Context: an optimization exercise on an open-source flow, tuned for small area and a short achievable clock period. The choices shown serve that exercise and are no tape-out recipe.
The RTL was checked by simulation tests, not by an equivalence proof against the original design.
Power is estimated from default activity; no workload was simulated.

==> flow/design.v <==
`timescale 1ns / 1ps
module Control(
    input [31:26] c,
    output RegDst,
    output Branch,
    output MemRead,
    output MemtoReg,
    output [1:0] Alu_op,
    output MemWrite,
    output AluSrc,
    output RegWrite,
    output J
    );
	 assign RegDst = ( ~c[31] & ~c[30] & ~c[29] & ~c[28] & ~c[27] & ~c[26] );
	 assign Branch = ( ~c[31] & ~c[30] & ~c[29] & c[28] & ~c[27] & ~c[26] );
	 assign MemRead = ( c[31] & ~c[30] & ~c[29] & ~c[28] & c[27] & c[26] );
	 assign MemtoReg = ( c[31] & ~c[30] & ~c[28] & c[27] & c[26] );
	 assign Alu_op [1] = ( ~c[31] & ~c[30] & ~c[29] & ~c[28] & ~c[26] );
	 assign Alu_op [0] = ( ~c[31] & ~c[30] & ~c[29] & c[28] & ~c[27] & ~c[26] );
	 assign MemWrite = ( c[31] & ~c[30] & c[29] & ~c[28] & c[27] & c[26] );
	 assign AluSrc = ( ~c[31] & ~c[30] & c[29] & ~c[28] & ~c[27] & c[26] ) | ( c[31] & ~c[30] & ~c[28] & c[27] & c[26] );
	 assign RegWrite = ( ~c[31] & ~c[30] & ~c[29] & ~c[28] & ~c[27] & ~c[26] ) | ( ~c[31] & ~c[30] & c[29] & ~c[28] & ~c[27] & c[26] ) | ( c[31] & ~c[30] & ~c[29] & ~c[28] & c[27] & c[26] );
	 assign J = ( ~c[31] & ~c[30] & ~c[29] & ~c[28] & c[27] );
endmodule
`timescale 1ns / 1ps
module ControlInstructionMemory(
    input [31:0] ReadAddress,
    output RegDst,
    output Branch,
    output MemRead,
    output MemtoReg,
    output [1:0] Alu_op,
    output MemWrite,
    output AluSrc,
    output RegWrite,
    output J,
    output [4:0] Address1,
    output [4:0] Address2,
    output [4:0] Address3,
    output [15:0] extender,
    output [25:0] AddressJ
    );
	assign Address1 = ReadAddress [25:21];
	assign Address2 = ReadAddress [20:16];
	assign Address3 = ReadAddress [15:11];
	assign extender = ReadAddress [15:0];
	assign AddressJ = ReadAddress [25:0];
	Control C1(
	.c(ReadAddress[31:26]),
	.RegDst(RegDst),
	.Branch(Branch),
	.MemRead(MemRead),
	.MemtoReg(MemtoReg),
	.Alu_op(Alu_op),
	.MemWrite(MemWrite),
	.AluSrc(AluSrc),
	.RegWrite(RegWrite),
	.J(J)
	);
endmodule
module rb_ao22(input a1, input a2, input b1, input b2, output y);
  assign y = (a1 & a2) | (b1 & b2);
endmodule
module rb_aoi222(input a1, input a2, input b1, input b2, input c1, input c2, output y);
  assign y = ~((a1 & a2) | (b1 & b2) | (c1 & c2));
endmodule
module rb_aoi22(input a1, input a2, input b1, input b2, output y);
  assign y = ~((a1 & a2) | (b1 & b2));
endmodule
module rb_nand4(input a, input b, input c, input d, output y);
  assign y = ~(a & b & c & d);
endmodule
module rb_nand3(input a, input b, input c, output y);
  assign y = ~(a & b & c);
endmodule
module rb_or3(input a, input b, input c, output y);
  assign y = a | b | c;
endmodule
module rb_mux32(input [31:0] d, input [31:0] s, output y);
  wire [10:0] n;
  genvar g;
  generate
    for (g = 0; g < 10; g = g + 1) begin : grp
      rb_aoi222 u(.a1(d[3*g]), .a2(s[3*g]), .b1(d[3*g+1]), .b2(s[3*g+1]),
                  .c1(d[3*g+2]), .c2(s[3*g+2]), .y(n[g]));
    end
  endgenerate
  rb_aoi22 u10(.a1(d[30]), .a2(s[30]), .b1(d[31]), .b2(s[31]), .y(n[10]));
  wire p0, p1, p2;
  rb_nand4 u11(.a(n[0]), .b(n[1]), .c(n[2]), .d(n[3]), .y(p0));
  rb_nand4 u12(.a(n[4]), .b(n[5]), .c(n[6]), .d(n[7]), .y(p1));
  rb_nand3 u13(.a(n[8]), .b(n[9]), .c(n[10]), .y(p2));
  rb_or3 u14(.a(p0), .b(p1), .c(p2), .y(y));
endmodule
module rb_dec5(input [4:0] a, output [31:0] y);
  genvar k;
  generate
    for (k = 0; k < 32; k = k + 1) begin : d
      assign y[k] = (a == k);
    end
  endgenerate
endmodule
module rb_wdec(input [4:0] a, input we, input rst, output [31:0] en, output [31:0] hold);
  genvar k;
  generate
    for (k = 0; k < 32; k = k + 1) begin : d
      assign en[k]   = rst | (we & (a == k));
      assign hold[k] = ~(rst | (we & (a == k)));
    end
  endgenerate
endmodule
`timescale 1ns / 1ps
module SignExtend_16X32(
    input [15:0] Input_16,
    output [31:0] Output_32
    );
	 assign Output_32 = {{16{Input_16[15]}},Input_16[15:0]};
endmodule
`timescale 1ns / 1ps
module SignExtend_26X32(
    input [25:0] Input_26,
    output [31:0] Output_32
    );
	  assign Output_32 = {{6{Input_26[25]}},Input_26[25:0]};
endmodule
`timescale 1ns / 1ps
module Shifter_2(
    input [31:0] Input,
    output [31:0] Output
    );
	 assign Output = Input ;
endmodule
module ks_xor(input a, input b, output y);
  assign y = a ^ b;
endmodule
module ks_pa(input gh, input ph, input gl, input pl, output gn, output pn);
  assign gn = ~(gh | (ph & gl));
  assign pn = ~(ph & pl);
endmodule
module ks_pb(input ghn, input phn, input gln, input pln, output g, output p);
  assign g = ~(ghn & (phn | gln));
  assign p = ~(phn | pln);
endmodule
module ks_ga(input gh, input ph, input gl, output gn);
  assign gn = ~(gh | (ph & gl));
endmodule
module ks_gb(input ghn, input phn, input gln, output g);
  assign g = ~(ghn & (phn | gln));
endmodule
module ks_inv(input a, output y);
  assign y = ~a;
endmodule
module ks_add32(input [31:0] a, input [31:0] b, input cin, output [31:0] s, output co);
  wire [31:0] p, g;
  genvar i;
  generate
    for (i = 0; i < 32; i = i + 1) begin : pg
      ks_xor x(.a(a[i]), .b(b[i]), .y(p[i]));
      if (i == 0) begin : g0
        assign g[i] = (a[i] & b[i]) | (a[i] & cin) | (b[i] & cin);
      end else begin : gi
        assign g[i] = a[i] & b[i];
      end
    end
  endgenerate
  wire [31:0] g1, p1, g2, p2, g3, p3, g4, p4, g5;
  generate
    for (i = 0; i < 32; i = i + 1) begin : l1
      if (i >= 1) begin : c
        ks_pa u(.gh(g[i]), .ph(p[i]), .gl(g[i-1]), .pl(p[i-1]), .gn(g1[i]), .pn(p1[i]));
      end else begin : t
        ks_inv ug(.a(g[i]), .y(g1[i]));
        assign p1[i] = 1'b1;
      end
    end
    for (i = 0; i < 32; i = i + 1) begin : l2
      if (i >= 2) begin : c
        ks_pb u(.ghn(g1[i]), .phn(p1[i]), .gln(g1[i-2]), .pln(p1[i-2]), .g(g2[i]), .p(p2[i]));
      end else begin : t
        ks_inv ug(.a(g1[i]), .y(g2[i]));
        assign p2[i] = 1'b0;
      end
    end
    for (i = 0; i < 32; i = i + 1) begin : l3
      if (i >= 4) begin : c
        ks_pa u(.gh(g2[i]), .ph(p2[i]), .gl(g2[i-4]), .pl(p2[i-4]), .gn(g3[i]), .pn(p3[i]));
      end else begin : t
        ks_inv ug(.a(g2[i]), .y(g3[i]));
        assign p3[i] = 1'b1;
      end
    end
    for (i = 0; i < 32; i = i + 1) begin : l4
      if (i >= 8) begin : c
        ks_pb u(.ghn(g3[i]), .phn(p3[i]), .gln(g3[i-8]), .pln(p3[i-8]), .g(g4[i]), .p(p4[i]));
      end else begin : t
        ks_inv ug(.a(g3[i]), .y(g4[i]));
        assign p4[i] = 1'b0;
      end
    end
    for (i = 0; i < 32; i = i + 1) begin : l5
      if (i >= 16) begin : c
        ks_ga u(.gh(g4[i]), .ph(p4[i]), .gl(g4[i-16]), .gn(g5[i]));
      end else begin : t
        ks_inv ug(.a(g4[i]), .y(g5[i]));
      end
    end
  endgenerate
  assign s[0] = p[0] ^ cin;
  generate
    for (i = 1; i < 32; i = i + 1) begin : sm
      assign s[i] = ~(p[i] ^ g5[i-1]);
    end
  endgenerate
  assign co = ~g5[31];
endmodule
module ALU(
   input [31:0] a,
    input [31:0] b,
    input [3:0] ctrl,
    output zero,
    output reg [31:0] result
    );
	 always @ * begin
		case (ctrl)
			4'b0000: result = a & b;
			4'b0001: result = a | b;
			4'b0010: result = a + b;
			4'b0110: result = a - b;
			4'b0111: result = a < b;
			4'b1100: result = ~a;
			default: result = 0;
		endcase
	end
		assign zero = (result == 0);
endmodule
`timescale 1ns / 1ps
module Alu_ctrl(
    input [1:0] Alu_op,
    input [5:0] funct,
    output logic[3:0] ctrl
    );
	 always @ * begin
		case (Alu_op)
			2'b00: ctrl = 4'b0010;   
			2'b01: ctrl = 4'b0110;   
			2'b10: case (funct)
				6'b100000: ctrl = 4'b0010;  
				6'b100010: ctrl = 4'b0110;  
				6'b100100: ctrl = 4'b0000;  
				6'b100101: ctrl = 4'b0001;  
				6'b101010: ctrl = 4'b0111;  
				default: ctrl = 4'b1111;  
				endcase
			default: ctrl = 4'b1111;
		endcase
	end
endmodule
`timescale 1ns / 1ps
module Alu_final(
    input [31:0] a,
    input [31:0] b,
    input [1:0] Alu_op,
    input [5:0] funct,
    output zero,
    output [31:0] result
    );
	 logic [5:0] control;
	 ALU A1(
	 .a(a),
	 .b(b),
	 .ctrl(control),
	 .zero (zero),
	 .result (result)
	 );
	 Alu_ctrl C2(
	 .Alu_op(Alu_op),
	 .funct(funct),
	 .ctrl(control)
	 );
endmodule
`timescale 1ns / 1ps
module ReadEnable(
    input MemRead,
    input [31:0] read,
    output [31:0] ReadData
    );
	 assign ReadData = MemRead ? read:0; 
endmodule
module MIPS(
    input clk,
    input rst,
    input [31:0] instr,
    input [31:0] mem_rdata,
    output [31:0] mem_addr,
    output [31:0] mem_wdata,
    output mem_we,
    output mem_re,
    output [31:0] direccion,
    output [31:0] palabra,
    output [31:0] leer_dato,
    output wr_en,
    output [31:0] wr_addr,
    output [31:0] wr_data
    );
  wire [5:0] op = instr[31:26];
  wire [4:0] rs = instr[25:21];
  wire [4:0] rt = instr[20:16];
  wire [4:0] rd = instr[15:11];
  wire [5:0] fn = instr[5:0];
  wire [31:0] ext = {{16{instr[15]}}, instr[15:0]};
  wire RegDst   = (op == 6'b000000);
  wire Branch   = (op == 6'b000100);
  wire MemRead  = (op == 6'b100011);
  wire MemtoReg = op[5] & ~op[4] & ~op[2] & op[1] & op[0];
  wire AluOp1   = ~op[5] & ~op[4] & ~op[3] & ~op[2] & ~op[0];
  wire MemWrite = (op == 6'b101011);
  wire AluSrc   = (op == 6'b001001) | MemtoReg;
  wire RegWrite = RegDst | (op == 6'b001001) | MemRead;
  wire J        = (op[5:1] == 5'b00001);
  wire f_add = AluOp1 & (fn == 6'b100000);
  wire f_sub = AluOp1 & (fn == 6'b100010);
  wire f_and = AluOp1 & (fn == 6'b100100);
  wire f_or  = AluOp1 & (fn == 6'b100101);
  wire f_slt = AluOp1 & (fn == 6'b101010);
  wire s_add = f_add | (~AluOp1 & ~Branch);
  wire s_sub = f_sub | Branch;
  reg [31:0] R [0:31];
  reg [31:0] PC;
  wire [31:0] sa [0:3];
  wire [31:0] sb [0:3];
  wire [31:0] wen [0:3];
  wire [31:0] hold [0:3];
  wire [4:0]  wa = RegDst ? rd : rt;
  genvar gq;
  generate
    for (gq = 0; gq < 4; gq = gq + 1) begin : dq
      rb_dec5 da(.a(rs), .y(sa[gq]));
      rb_dec5 db(.a(rt), .y(sb[gq]));
      rb_wdec dw(.a(wa), .we(RegWrite), .rst(rst), .en(wen[gq]), .hold(hold[gq]));
    end
  endgenerate
  wire [31:0] A, Rt;
  genvar gb, gr;
  generate
    for (gb = 0; gb < 32; gb = gb + 1) begin : rdbit
      wire [31:0] col;
      for (gr = 0; gr < 32; gr = gr + 1) begin : rdreg
        assign col[gr] = R[gr][gb];
      end
      rb_mux32 ma(.d(col), .s(sa[gb/8]), .y(A[gb]));
      rb_mux32 mb(.d(col), .s(sb[gb/8]), .y(Rt[gb]));
    end
  endgenerate
  wire [31:0] B  = AluSrc ? ext : Rt;
  wire [31:0] Bx = B ^ {32{s_sub | f_slt}};
  wire [32:0] sum;
  ks_add32 add(.a(A), .b(Bx), .cin(s_sub | f_slt), .s(sum[31:0]), .co(sum[32]));
  wire [31:0] result = ({32{s_add | s_sub}} & sum[31:0]) |
                       ({32{f_and}} & (A & Rt)) |
                       ({32{f_or}}  & (A | Rt)) |
                       {31'b0, f_slt & ~sum[32]};
  wire eq = (A == Rt);
  wire [31:0] WriteData = MemtoReg ? (MemRead ? mem_rdata : 32'b0) : result;
  wire [31:0] pc4 = PC + 32'd4;
  wire [31:0] pcb = pc4 + ext;
  wire [31:0] npc = J ? {{6{instr[25]}}, instr[25:0]} : ((Branch & eq) ? pcb : pc4);
  always @(posedge clk) begin
    if (rst) PC <= 32'b0;
    else PC <= npc;
  end
  wire [31:0] wdm = WriteData & {32{~rst}};
  wire [31:0] nxt [0:31];
  generate
    for (gr = 0; gr < 32; gr = gr + 1) begin : wrreg
      for (gb = 0; gb < 32; gb = gb + 1) begin : wrbit
        rb_ao22 u(.a1(wen[gb/8][gr]), .a2(wdm[gb]), .b1(hold[gb/8][gr]), .b2(R[gr][gb]), .y(nxt[gr][gb]));
      end
    end
  endgenerate
  integer i;
  always @(posedge clk) begin
    for (i = 0; i < 32; i = i + 1)
      R[i] <= nxt[i];
  end
  assign mem_addr  = result;
  assign mem_wdata = Rt;
  assign mem_we    = MemWrite;
  assign mem_re    = MemRead;
  assign direccion = PC;
  assign palabra   = instr;
  assign leer_dato = WriteData;
  assign wr_en     = RegWrite;
  assign wr_addr   = {27'b0, wa};
  assign wr_data   = WriteData;
endmodule
==> flow/flow/run.sh <==
#!/bin/bash
# Layout flow: the standard flow (standard.sh: synthesis to finish),
# with the port buffers made from sky130_fd_sc_hd__buf_2 instead of ORFS's
# default buffer cell. Every input and output port still gets a buffer.
set -o pipefail
export BUFFER_PORTS_ARGS="-buffer_cell sky130_fd_sc_hd__buf_2"
cp standard.sh standard_sh_copy.log
bash standard.sh > standard_flow.log 2>&1
status=$?
tail -20 standard_flow.log
exit $status
==> flow/standard.sh <==
#!/bin/bash
# synth_recipe.tcl (not shown) runs the flow's synth.tcl, then flattens the netlist and writes it again
# the make line also repeats each setting of config.mk as NAME=value (left out here)
make -C /OpenROAD-flow-scripts/flow DESIGN_CONFIG=/design/flow/config.mk WORK_HOME=/design/flow/orfs CLKGATE_MAP_FILE= SYNTH_SCRIPT=/design/flow/synth_recipe.tcl "${@:-finish}"
==> flow/config.mk <==
export PLATFORM = sky130hd
export DESIGN_NAME = MIPS
export DESIGN_NICKNAME = MIPS
export VERILOG_FILES = /design/flow/design.v
export SDC_FILE = /design/flow/constraint.sdc
export NUM_CORES = 4
export LEC_CHECK = 0
export CAP_MARGIN = 20
export CORE_MARGIN = 2
export CORE_UTILIZATION = 50
export CTS_BUF_LIST = sky130_fd_sc_hd__clkbuf_16
export CTS_CLUSTER_DIAMETER = 80
export CTS_CLUSTER_SIZE = 20
export PLACE_DENSITY = 0.65
export SETUP_SLACK_MARGIN = 4
export SLEW_MARGIN = 20
export SYNTH_HIERARCHICAL = 1
export SYNTH_MINIMUM_KEEP_SIZE = 0
==> flow/constraint.sdc <==
create_clock -name core_clock -period 14.0 [get_ports {clk}]
set_input_delay 2.8000 -clock core_clock [delete_from_list [all_inputs] [get_ports {clk}]]
set_output_delay 2.8000 -clock core_clock [all_outputs]
set_load 0.01 [all_outputs]
==> out/summary.log, run 1 <==
[run_status] result of the run finished clean
[floorplan] boundary pin count 293
[timing] Slew Limit Fails 0
[synth] cell area after synthesis 52540 um2
[hold_path] origin of the worst min-delay path PC[0]
[clock_tree] Sinks on Clock Net 1056
[clock_tree] number of CTS-inserted buffers 67
[routing] per-cell routed wire length 33.26 um
[timing] shortest period the worst path allows 10.08 ns
[global_routing] met2 layer usage reported by global route 56.88%
[pwr] switching power of the nets 5712 uW
[setup_path] required time at the endpoint of the critical path 11.20 ns
[routing] via total after detailed routing 51560
[floorplan] Starting Density 50.55%
[pwr] combinational share of power 38.6%
[floorplan] placement row count 118
[timing] worst rel slew slack 21.20%
[floorplan] die outline area 107700 um2
[global_routing] pin count of the biggest net entering global routing 129
[clock_tree] clock-pin slew of the registers on the worst-case setup and hold paths 0.08 ns
[pwr] switching power share of the total 42.75%
[setup_path] sort of element at the start of the critical path primary input
[synth] average cell area after synthesis 10.15 um2
[routing] post-detailed-route count of antenna-violating nets 0
[global_routing] met1 usage in global routing 56.28%
[setup_path] Arr. time, crit path 7.28 ns
[setup_path] Worst setup EP type primary output
[job] max-cap check violation count 0
[placed_design] dpl hpwl 157.3 mm
[setup_path] worst-path maximum fanout 8
[clock_tree] worst-skew pair later-pin latency 0.68 ns
[pwr] internal power summed over all cells 7650 uW
[routing] DR iter-0 viols 12670
[timing] slew at the pin closest to its max-slew limit 1.182 ns
[timing] total negative slack for setup checks 0 ns
[setup_path] worst-case reg-to-reg path depth 12
[floorplan] Core Region 103900 um2
[synth] Synth warnings 9
[floorplan] overall die height 328.2 um
[global_routing] total overflow reported by the global router 0
[placed_design] number of port buffers 265
[routing] vias per cell 7.555
[placed_design] RePlAce Congestion 1.089
[clock_tree] number of hold buffers added after CTS 0
[pwr] static power due to leakage 0.02283 uW
[pwr] part of the total power dissipated in the clock network 15.3%
[routing] routed wire length 227.0 mm
[hold_path] class of the tightest hold or removal check reg -> reg
[synth] synthesized netlist cell count 5176
[timing] smallest hold slack 0.4891 ns
[timing] clock skew after layout 0.03209 ns
[timing] final setup violating endpoints 0
[final_layout] fraction of layout cells with a size suffix above 1 18.20%
[routing] number of iterations in the first detailed-routing pass 17
[floorplan] Chip Width 328.2 um
[setup_path] type of the worst setup path in -> out
[global_routing] number of antenna violations at the first check in global routing 7
[clock_tree] root buffer cell clkbuf_16
[timing] post-route clock period utilization 71.98%
[final_layout] final-stage net count 5592
[timing] maximum operating frequency 99.23 MHz
[clock_tree] clock tree from TritonCTS done
[pwr] worst ir drop on vdd 0.2355 mV
[clock_tree] number of H-tree branching levels 3
[global_routing] global-route layer with the greatest usage met2
[timing] Hold Violations, Final 0
[final_layout] number of standard cells in the layout, taps in and fillers out 6824
[final_layout] Area Overhead vs Synth 11.49%
[setup_path] critical path startpoint instr[19]
[hold_path] number of cells traversed by the worst hold path 2
[clock_tree] maximum count of clock buffers along a single path 3
[pwr] fraction of power consumed by sequential logic 46.2%
[global_routing] combined global-route utilization of all metal layers 39.64%
[timing] setup repair after global routing missed its margin true
[routing] DR DRC count 0
[pwr] pwr dens 228.1 nW/um2
[final_layout] post-layout utilization of the core 56.36%
[setup_path] FF-to-FF Start R[15][21]
[global_routing] global-route wire length before repair 322.7 mm
[global_routing] vias in the first global route 45890
[pwr] overall power after layout 13360 uW
[placed_design] total instance count after detailed placement 6663
[global_routing] GR Util met3 8.714%
==> layer usage <==
layer	wire length, um	vias to the layer above
li1	-	22060
met4	12730	0
met2	93950	3784
met1	92540	25080
met5	0	-
met3	27770	635
==> path summary, 6_finish.rpt <==
path                                       to  slack (ns)
worst max register to register         PC[22]        8.82
worst min-delay path                    PC[0]        0.49
worst min register to register          PC[0]        0.49
worst max-delay path            leer_dato[12]        3.92
==> power by group through the flow <==
stage / logic (uW) / clock network, uW / registers, uW
2_1_floorplan: 3060 / 0 / 5440
3_3_place_gp: 4520 / 0 / 6150
3_5_place_dp: 4600 / 0 / 6100
4_1_cts: 4740 / 2050 / 6070
5_1_grt: 5420 / 2160 / 6290
6_report: 5160 / 2040 / 6170
==> repair_timing <==
item                                   in CTS  in global routing
pin swaps                                  62                129
setup buffers                              16                 48
endpoints found under the hold margin       0                  0
cloned                                      0                  5
setup endpoints to repair                  96                 89
resized for setup                         124                205
==> sequential cells by signal, summed over array words and instances (netlist names) <==
register,cells
PC,32
R,1024
==> per-stage QoR <==
step                      worst slack (ns)  cell area [um2]
after floorplan                      4.888            52640
after global routing                 3.909            58570
final                                3.923            58580
after detailed placement             2.893            54620
after CTS                            3.959            57260
after global placement               2.893            54620
==> placed cells by master, fill, tap and decap left out, types with 10 or more instances in the layout <==
master     count
nor2b_1       12
buf_4        121
clkbuf_16     76
a21oi_1      196
a222oi_1     647
and4bb_1      12
a22o_1      1034
and2_1        67
a2111oi_0     11
nor2_2        66
a21oi_2       69
mux2i_1       24
nand2_1      157
o21ai_2       59
conb_1        27
and4b_1       12
nor2_4        10
nand3b_1      25
o21ai_0       27
or3b_4        24
xor2_1        28
a22o_2        22
nand2_2       17
nor2_1       315
buf_2        254
xnor2_1       76
xor2_2        28
a22oi_2       64
nand3_1       88
ha_1         104
or3_4         40
nor3_1        13
a21o_1       146
nand4_1      142
dfxtp_1     1056
nand2b_2      12
inv_1        121
xnor2_2       15
or3_1         35
==> final cells by class <==
cell class	instances	area (um2)
fillers	9307	45360
multi-input cells	3776	30680
flip-flops and latches	1056	21140
repair buffers	397	2603
clock buffers	71	1777
well taps	1380	1727
inverters	123	461.7
clock inverters	18	185.2
diodes	3	7.507
==> worst max-delay path, stage by stage <==
cell      delay (ns)
buf_16          0.14
buf_12          0.15
or3b_4          0.32
nor2_4          0.10
a222oi_1        0.57
nand4_1         0.28
or3_4           0.47
mux2i_4         0.19
xnor2_2         0.17
xor2_2          0.32
nand2_2         0.16
nor2_2          0.23
nand2_1         0.12
o21ai_2         0.19
inv_1           0.10
xnor2_1         0.24
a22o_2          0.30
nand2_1         0.07
o21ai_0         0.16
buf_2           0.19
==> run 2, diff against run 1 <==
--- a/flow/config.mk
+++ b/flow/config.mk
@@ -9,7 +9,7 @@
 export CORE_MARGIN = 2
 export CORE_UTILIZATION = 50
-export CTS_BUF_LIST = sky130_fd_sc_hd__clkbuf_16
-export CTS_CLUSTER_DIAMETER = 80
-export CTS_CLUSTER_SIZE = 20
+export CTS_BUF_LIST = sky130_fd_sc_hd__clkbuf_8
+export CTS_CLUSTER_DIAMETER = 55
+export CTS_CLUSTER_SIZE = 14
 export PLACE_DENSITY = 0.65
 export SETUP_SLACK_MARGIN = 4
==> out/summary.log, run 2 <==
[run_status] result of the run finished clean
[final_layout] multi-input combinational cell area 30690 um2 [about the same]
[timing] total negative slack for setup checks 0 ns [unchanged]
[final_layout] fraction of layout cells with a size suffix above 1 19.41% [+1.2 points]
[clock_tree] clock tree from TritonCTS done
[clock_tree] number of H-tree branching levels 3 [unchanged]
[routing] routed wire length 230.5 mm [+1.5%]
[setup_path] master of the slowest instance on the critical path a222oi_1
[pwr] pwr dens 227.1 nW/um2 [-0.43%]
[floorplan] Core Region 103900 um2 [unchanged]
[timing] Slew Limit Fails 0 [unchanged]
[final_layout] registers with the highest flip-flop counts R: 1024 flops, PC: 32 flops
[routing] vias per cell 7.539 [-0.22%]
[clock_tree] root buffer cell clkbuf_8
[global_routing] combined global-route utilization of all metal layers 39.77% [+0.14 points]
[job] max-cap check violation count 0 [unchanged]
[final_layout] Fillers 9338 [+0.33%]
[clock_tree] maximum count of clock buffers along a single path 3 [unchanged]
[final_layout] commonest non-fill, non-tap cell in the layout dfxtp_1
[clock_tree] clock-pin slew of the registers on the worst-case setup and hold paths 0.08 ns [about the same]
[pwr] static power due to leakage 0.02299 uW [+0.71%]
[synth] Synth warnings 9 [unchanged]
[routing] number of iterations in the first detailed-routing pass 23 [+6]
[floorplan] Chip Width 328.2 um [unchanged]
[routing] DR DRC count 0 [unchanged]
[pwr] worst ir drop on vdd 0.2196 mV [-6.8%]
[final_layout] final-stage net count 5633 [+0.73%]
[floorplan] die outline area 107700 um2 [unchanged]
[final_layout] Area Overhead vs Synth 11.99%
[timing] final setup violating endpoints 0 [unchanged]
[routing] post-detailed-route count of antenna-violating nets 0 [unchanged]
[global_routing] total overflow reported by the global router 0 [unchanged]
[synth] synthesized netlist cell count 5176 [unchanged]
[placed_design] dpl hpwl 157.3 mm [unchanged]
[clock_tree] worst-skew pair later-pin latency 0.85 ns [+0.17 ns]
[floorplan] placement row count 118 [unchanged]
[setup_path] sort of element at the start of the critical path primary input
[setup_path] critical path's largest stage delay 0.59 ns [+0.02 ns]
[setup_path] worst-path maximum fanout 8 [unchanged]
[setup_path] required time at the endpoint of the critical path 11.20 ns [about the same]
[routing] per-cell routed wire length 33.38 um [+0.33%]
[final_layout] top library cells by usage in the layout, fill and taps aside 1056 x dfxtp_1, 1034 x a22o_1, 647 x a222oi_1
[placed_design] RePlAce Congestion 1.089 [unchanged]
[setup_path] Arr. time, crit path 7.28 ns [about the same]
[timing] clock skew after layout 0.04569 ns [+0.01361 ns]
[timing] setup repair after global routing missed its margin true
[clock_tree] number of hold buffers added after CTS 0 [unchanged]
[timing] post-route clock period utilization 71.99% [about the same]
[synth] average cell area after synthesis 10.15 um2 [unchanged]
[routing] DR iter-0 viols 12570 [-0.77%]
[clock_tree] number of CTS-inserted buffers 104 [+55%]
[setup_path] crit path cell chain buf_16, clkbuf_16, or3b_4, nor2_4, a222oi_1, nand4_1, or3_4, mux2i_4, xnor2_2, xor2_2, nand2_2, nor2_4, nand2_2, o21ai_4, inv_1, xnor2_2, a22o_1, nand2_1, o21ai_4, buf_2
[final_layout] register containing the most flip-flops in the final layout R
[routing] via total after detailed routing 52060 [+0.98%]
[timing] maximum operating frequency 99.22 MHz [about the same]
[timing] worst rel slew slack 21.54% [+0.34 points]
[synth] cell area after synthesis 52540 um2 [unchanged]
[clock_tree] Sinks on Clock Net 1056 [unchanged]
[hold_path] class of the tightest hold or removal check reg -> reg
[placed_design] number of port buffers 265 [unchanged]
[timing] Hold Violations, Final 0 [unchanged]
[setup_path] Worst setup EP type primary output
[global_routing] vias in the first global route 46380 [+1.1%]
[global_routing] number of antenna violations at the first check in global routing 12 [+5]
[floorplan] overall die height 328.2 um [unchanged]
[final_layout] number of flip-flops under the largest register name 1024 [unchanged]
[final_layout] sequential cell area 21140 um2 [unchanged]
[setup_path] type of the worst setup path in -> out
[global_routing] pin count of the biggest net entering global routing 129 [unchanged]
[timing] shortest period the worst path allows 10.08 ns [+0.001310 ns]
[floorplan] boundary pin count 293 [unchanged]
[global_routing] global-route wire length before repair 324.0 mm [+0.42%]
[timing] slew at the pin closest to its max-slew limit 1.177 ns [-0.005168 ns]
[floorplan] Starting Density 50.55% [unchanged]
[final_layout] post-layout utilization of the core 56.61% [+0.25 points]
run 2: cell type report:
type                    count  area share [%]
well taps                1380           2.935
inverters                 123          0.7847
clock buffers             114           2.667
flip-flops and latches   1056           35.93
clock inverters            54          0.9166
diodes                      2        0.008506
multi-input cells        3776           52.17
repair buffers            401           4.587
run 2: worst paths after layout:
path,start,endpoint,slack (ns),depth (start not counted)
worst min register to register,PC[0],PC[0],0.49,2
worst min-delay path,PC[0],PC[0],0.49,2
worst max register to register,R[15][18],PC[22],8.89,12
worst max-delay path,instr[19],wr_data[10],3.92,20
run 2: report_power, final:
part | internal [uW] | switching, uW
sequential | 4520 | 1650
clock | 869 | 1180
combinational | 2160 | 2980
run 2: through the flow:
stage / power, uW / worst slack [ns] / hold slack (ns) / instance area [um2] / cells
after global routing: 13860 / 3.936 / 0.5132 / 58830 / 6905
after CTS: 12880 / 3.959 / 0.4912 / 57420 / 6848
final: 13360 / 3.922 / 0.4909 / 58840 / 6906
after floorplan: 8505 / 4.888 / 0.4613 / 52640 / 5202
after detailed placement: 10700 / 2.893 / 0.4749 / 54620 / 6663
after global placement: 10670 / 2.893 / 0.4674 / 54620 / 6663
run 2: routing by layer:
layer | GRT usage (%) | part of all wire (%) | up-vias
li1 | - | - | 22160
met1 | 56.40 | 41 | 25310
met2 | 56.72 | 41 | 3870
met3 | 8.466 | 12 | 721
met4 | 20.11 | 6.1 | 8
met5 | 0 | 0.026 | -
run 2: worst max-delay path, delay by kind of cell:
kind	cells	cell delay [ns]
muxes	1	0.19
AOI/OAI and AO/OA	4	1.22
and+or+nand+nor	8	1.73
xor gates and xnor gates	3	0.72
buffers and inverters	4	0.61
run 2: repair_timing:
item / in CTS / in global routing
buffers inserted: 17 / 48
pin swaps: 59 / 129
endpoints found under the setup margin: 96 / 92
gates cloned: 0 / 8
gates resized for setup: 124 / 217
==> run 3, diff against run 2 <==
--- a/flow/design.v
+++ b/flow/design.v
@@ -151,17 +151,6 @@
   assign y = ~a;
 endmodule
-module ks_add32(input [31:0] a, input [31:0] b, input cin, output [31:0] s, output co);
-  wire [31:0] p, g;
+module ks_carry32(input [31:0] p, input [31:0] g, output [31:0] cn);
   genvar i;
-  generate
-    for (i = 0; i < 32; i = i + 1) begin : pg
-      ks_xor x(.a(a[i]), .b(b[i]), .y(p[i]));
-      if (i == 0) begin : g0
-        assign g[i] = (a[i] & b[i]) | (a[i] & cin) | (b[i] & cin);
-      end else begin : gi
-        assign g[i] = a[i] & b[i];
-      end
-    end
-  endgenerate
   wire [31:0] g1, p1, g2, p2, g3, p3, g4, p4, g5;
   generate
@@ -206,11 +195,8 @@
     end
   endgenerate
-  assign s[0] = p[0] ^ cin;
-  generate
-    for (i = 1; i < 32; i = i + 1) begin : sm
-      assign s[i] = ~(p[i] ^ g5[i-1]);
-    end
-  endgenerate
-  assign co = ~g5[31];
+  assign cn = g5;
+endmodule
+module ks_cmux(input s, input a, input b, output y);
+  assign y = s ? b : a;
 endmodule
 module ALU(
@@ -352,14 +338,44 @@
     end
   endgenerate
-  wire [31:0] B  = AluSrc ? ext : Rt;
-  wire [31:0] Bx = B ^ {32{s_sub | f_slt}};
-  wire [32:0] sum;
-  ks_add32 add(.a(A), .b(Bx), .cin(s_sub | f_slt), .s(sum[31:0]), .co(sum[32]));
-  wire [31:0] result = ({32{s_add | s_sub}} & sum[31:0]) |
-                       ({32{f_and}} & (A & Rt)) |
-                       ({32{f_or}}  & (A | Rt)) |
-                       {31'b0, f_slt & ~sum[32]};
-  wire eq = (A == Rt);
-  wire [31:0] WriteData = MemtoReg ? (MemRead ? mem_rdata : 32'b0) : result;
+  wire sub  = s_sub | f_slt;
+  wire selE = AluSrc;
+  wire selP = ~AluSrc & ~sub;
+  wire selN = ~AluSrc & sub;
+  wire [31:0] xr, xe;
+  genvar gx;
+  generate
+    for (gx = 0; gx < 32; gx = gx + 1) begin : px
+      ks_xor ur(.a(A[gx]), .b(Rt[gx]), .y(xr[gx]));
+      ks_xor ue(.a(A[gx]), .b(ext[gx]), .y(xe[gx]));
+    end
+  endgenerate
+  wire [31:0] p = ({32{selE}} & xe) | ({32{selP}} & xr) | ({32{selN}} & ~xr);
+  wire [31:0] g;
+  assign g[31:1] = ({31{selE}} & A[31:1] & ext[31:1]) |
+                   ({31{selP}} & A[31:1] & Rt[31:1]) |
+                   ({31{selN}} & A[31:1] & ~Rt[31:1]);
+  assign g[0] = (selE & A[0] & ext[0]) | (selP & A[0] & Rt[0]) | (selN & (A[0] | ~Rt[0]));
+  wire [31:0] cn;    
+  ks_carry32 cy(.p(p), .g(g), .cn(cn));
+  wire sa_ = s_add | s_sub;
+  wire [31:0] X  = ({32{f_and}} & (A & Rt)) | ({32{f_or}} & (A | Rt));
+  wire [31:0] Xw = X | ({32{MemRead}} & mem_rdata);
+  wire sw_ = sa_ & ~MemtoReg;
+  wire [31:0] r0 = X  | ({32{sa_}} & p);     
+  wire [31:0] r1 = X  | ({32{sa_}} & ~p);    
+  wire [31:0] w0 = Xw | ({32{sw_}} & p);
+  wire [31:0] w1 = Xw | ({32{sw_}} & ~p);
+  wire y0  = X[0]  | (sa_ & (p[0] ^ sub));
+  wire yw0 = Xw[0] | (sw_ & (p[0] ^ sub));
+  wire [31:0] result, WriteData;
+  ks_cmux mr0(.s(cn[31]), .a(y0),  .b(y0 | f_slt),  .y(result[0]));
+  ks_cmux mw0(.s(cn[31]), .a(yw0), .b(yw0 | f_slt), .y(WriteData[0]));
+  generate
+    for (gx = 1; gx < 32; gx = gx + 1) begin : rs_
+      ks_cmux mr(.s(cn[gx-1]), .a(r1[gx]), .b(r0[gx]), .y(result[gx]));
+      ks_cmux mw(.s(cn[gx-1]), .a(w1[gx]), .b(w0[gx]), .y(WriteData[gx]));
+    end
+  endgenerate
+  wire eq = ~|xr;
   wire [31:0] pc4 = PC + 32'd4;
   wire [31:0] pcb = pc4 + ext;
--- a/flow/config.mk
+++ b/flow/config.mk
@@ -9,7 +9,7 @@
 export CORE_MARGIN = 2
 export CORE_UTILIZATION = 50
-export CTS_BUF_LIST = sky130_fd_sc_hd__clkbuf_8
-export CTS_CLUSTER_DIAMETER = 55
-export CTS_CLUSTER_SIZE = 14
+export CTS_BUF_LIST = sky130_fd_sc_hd__clkbuf_16
+export CTS_CLUSTER_DIAMETER = 80
+export CTS_CLUSTER_SIZE = 20
 export PLACE_DENSITY = 0.65
 export SETUP_SLACK_MARGIN = 4
==> out/summary.log, run 3 <==
[final_layout] number of standard cells in the layout, taps in and fillers out 6925 [+0.28%]
[final_layout] final-stage net count 5610 [-0.41%]
[timing] Hold Violations, Final 0 [unchanged]
[final_layout] number of flip-flops under the largest register name 1024 [unchanged]
[final_layout] registers with the highest flip-flop counts R: 1024 flops, PC: 32 flops
[clock_tree] worst-skew pair later-pin latency 0.69 ns [-0.16 ns]
[timing] slew at the pin closest to its max-slew limit 1.138 ns [-0.03862 ns]
[clock_tree] clock tree from TritonCTS done
[timing] Worst Setup Slack, final 3.994 ns [+0.07251 ns]
[pwr] worst ir drop on vdd 0.1420 mV [-35%]
[placed_design] worst slack after detailed placement 3.228 ns [+0.3351 ns]
[placed_design] number of port buffers 265 [unchanged]
[routing] DR iter-0 viols 12330 [-1.9%]
[routing] routed wl met3 31.67 mm [+15%]
[setup_path] worst-path maximum fanout 18 [+10]
[floorplan] Core Region 105600 um2 [+1.6%]
[routing] routed length on met1 92.64 mm [-1.3%]
[placed_design] RePlAce Congestion 1.086 [-0.33%]
[floorplan] boundary pin count 293 [unchanged]
[final_layout] Area Overhead vs Synth 9.392%
[timing] Slew Limit Fails 0 [unchanged]
[clock_tree] Sinks on Clock Net 1056 [unchanged]
[placed_design] dpl hpwl 165.2 mm [+5.0%]
[routing] total length of routed met2 wires 96.12 mm [+1.3%]
[global_routing] total overflow reported by the global router 0 [unchanged]
[synth] cell area after synthesis 53410 um2 [+1.7%]
[clock_tree] number of CTS-inserted buffers 67 [-36%]
[run_status] result of the run finished clean
[final_layout] top library cells by usage in the layout, fill and taps aside 1056 x dfxtp_1, 1024 x a22o_1, 640 x a222oi_1
[timing] worst rel slew slack 23.77% [+2.2 points]
[floorplan] Chip Width 330.8 um [+0.81%]
[routing] routed wire length 233.8 mm [+1.4%]
[setup_path] required time at the endpoint of the critical path 11.20 ns [about the same]
[global_routing] global-route wire length before repair 332.5 mm [+2.6%]
[routing] uppermost signal routing layer after detailed routing met5
[pwr] pwr dens 219.4 nW/um2 [-3.4%]
[routing] vias per cell 7.749 [+2.8%]
[timing] setup repair after global routing missed its margin false
[final_layout] fraction of layout cells with a size suffix above 1 17.10% [-2.3 points]
[hold_path] class of the tightest hold or removal check reg -> reg
[clock_tree] clock-pin slew of the registers on the worst-case setup and hold paths 0.08 ns [about the same]
[routing] number of iterations in the first detailed-routing pass 17 [-26%]
[job] max-cap check violation count 0 [unchanged]
[routing] per-cell routed wire length 33.76 um [+1.1%]
[clock_tree] maximum count of clock buffers along a single path 3 [unchanged]
[pwr] overall power after layout 12820 uW [-4.1%]
[floorplan] Starting Density 50.59% [about the same]
[timing] maximum operating frequency 99.94 MHz [+0.72%]
[final_layout] register containing the most flip-flops in the final layout R
[synth] average cell area after synthesis 10.02 um2 [-1.2%]
[placed_design] total instance count after detailed placement 6811 [+2.2%]
[routing] DR DRC count 0 [unchanged]
[setup_path] type of the worst setup path in -> out
[placed_design] Placed Area 55580 um2 [+1.8%]
[final_layout] commonest non-fill, non-tap cell in the layout dfxtp_1
[setup_path] Arr. time, crit path 7.21 ns [-0.07 ns]
[timing] total negative slack for setup checks 0 ns [unchanged]
[global_routing] vias in the first global route 47320 [+2.0%]
[timing] shortest period the worst path allows 10.01 ns [-0.07251 ns]
[setup_path] Register-to-Register Setup Slack 8.58 ns [-0.31 ns]
[clock_tree] number of H-tree branching levels 3 [unchanged]
[final_layout] final std cell area, no fill 58420 um2 [-0.70%]
[global_routing] pin count of the biggest net entering global routing 155 [+20%]
[global_routing] combined global-route utilization of all metal layers 40.53% [+0.75 points]
[routing] via total after detailed routing 53670 [+3.1%]
[floorplan] die outline area 109400 um2 [+1.6%]
[timing] post-route clock period utilization 71.47% [-0.52 points]
[setup_path] sort of element at the start of the critical path primary input
[floorplan] placement row count 119 [+0.85%]
[clock_tree] root buffer cell clkbuf_16
[pwr] static power due to leakage 0.02259 uW [-1.7%]
[routing] post-detailed-route count of antenna-violating nets 0 [unchanged]
[synth] synthesized netlist cell count 5328 [+2.9%]
[timing] final setup violating endpoints 0 [unchanged]
[synth] Synth warnings 9 [unchanged]
[clock_tree] number of hold buffers added after CTS 0 [unchanged]
[setup_path] Worst setup EP type primary output
[global_routing] number of antenna violations at the first check in global routing 17 [+5]
[timing] clock skew after layout 0.02581 ns [-0.01988 ns]
[floorplan] overall die height 330.8 um [+0.81%]
==> run 3: critical path: stages <==
cell      delay [ns]
buf_8           0.26
nand2b_2        0.29
nor2_1          0.20
a222oi_1        0.57
nand4_1         0.29
or3_4           0.52
xor2_1          0.24
nor2_1          0.08
a21oi_1         0.16
a21oi_2         0.07
inv_1           0.19
nand2_1         0.14
nor2_1          0.25
nand2_1         0.15
o21ai_2         0.25
inv_1           0.13
mux2_4          0.38
buf_2           0.16
==> run 3: path summary, 6_finish.rpt <==
kind | start | endpoint | cells past startpoint
worst min register to register | R[19][3] | R[19][3] | 1
worst max register to register | R[3][23] | PC[20] | 12
worst min-delay path | R[19][3] | R[19][3] | 1
worst max-delay path | instr[23] | wr_data[12] | 18
==> run 3: metrics by stage <==
step / hold slack (ns) / utilization, %
4_1_cts: 0.5068 / 54.67
6_report: 0.5074 / 55.34
3_3_place_gp: 0.4751 / 52.65
2_1_floorplan: 0.4613 / -
5_1_grt: 0.5206 / 55.33
3_5_place_dp: 0.4799 / 52.65
==> run 3: what timing repair did <==
action / 4_1_cts / 5_1_grt
pin swaps: 7 / 52
setup endpoints to repair: 93 / 92
resized for setup: 52 / 129
setup buffers: 1 / 12
==> run 3: cell type report <==
class,count,area (um2)
flip-flops and latches,1056,21140
well taps,1391,1740
clock inverters,17,143.9
multi-input cells,3955,31170
clock buffers,71,1777
inverters,74,277.8
repair buffers,349,2143
diodes,12,30.03
fillers,9389,47140
==> run 3: layer usage <==
layer	vias to the layer above	track usage [%]
li1	22640	-
met1	26180	54.96
met2	4111	57.87
met3	725	12.92
met4	4	19.66
met5	-	0
==> run 3: power breakdown <==
| group | leakage [uW] | switching, uW | total (uW) | internal (uW) |
|---|---|---|---|---|
| registers | 0.00863 | 1430 | 5800 | 4370 |
| logic | 0.0130 | 2960 | 4980 | 2020 |
| clock network | 0.000952 | 1110 | 2040 | 924 |

[separate check: timing with driven ports]
Ports are ideal in the flow. The routed layouts listed here were re-timed in OpenROAD. Step 1 (the two cells are an assumption about what drives the block):
set clk [get_ports {clk}]
set_driving_cell -lib_cell sky130_fd_sc_hd__clkbuf_16 $clk
set_driving_cell -lib_cell sky130_fd_sc_hd__buf_2 [delete_from_list [all_inputs] $clk]
Step 2 adds t to the input delays and takes it off the output delays; t is the mean of the earliest and latest rising clock arrival at the registers after step 1. Input paths then give back, and output paths get back, about the clock's delay inside the block. Slacks: no drivers / after step 1 / after step 2; pairs: no drivers / after step 1.
run | shift t [ns] | setup WS [ns] | worst setup path after step 2 | worst data-port slew with drivers (ns) | cell pins on the clock port's net
run 1 | 0.743 | 3.923 / 3.710 / 3.710 | input to output | 0.30 | 1
run 2 | 0.907 | 3.922 / 3.724 / 3.724 | input to output | 0.30 | 1
run 3 | 0.762 | 3.994 / 3.903 / 3.903 | input to output | 0.12 | 1
After both steps setup and hold are still met in every run listed. For run 1, which loses most, drivers alone change the setup slack by -0.213 ns; drivers and shift together by -0.213 ns.
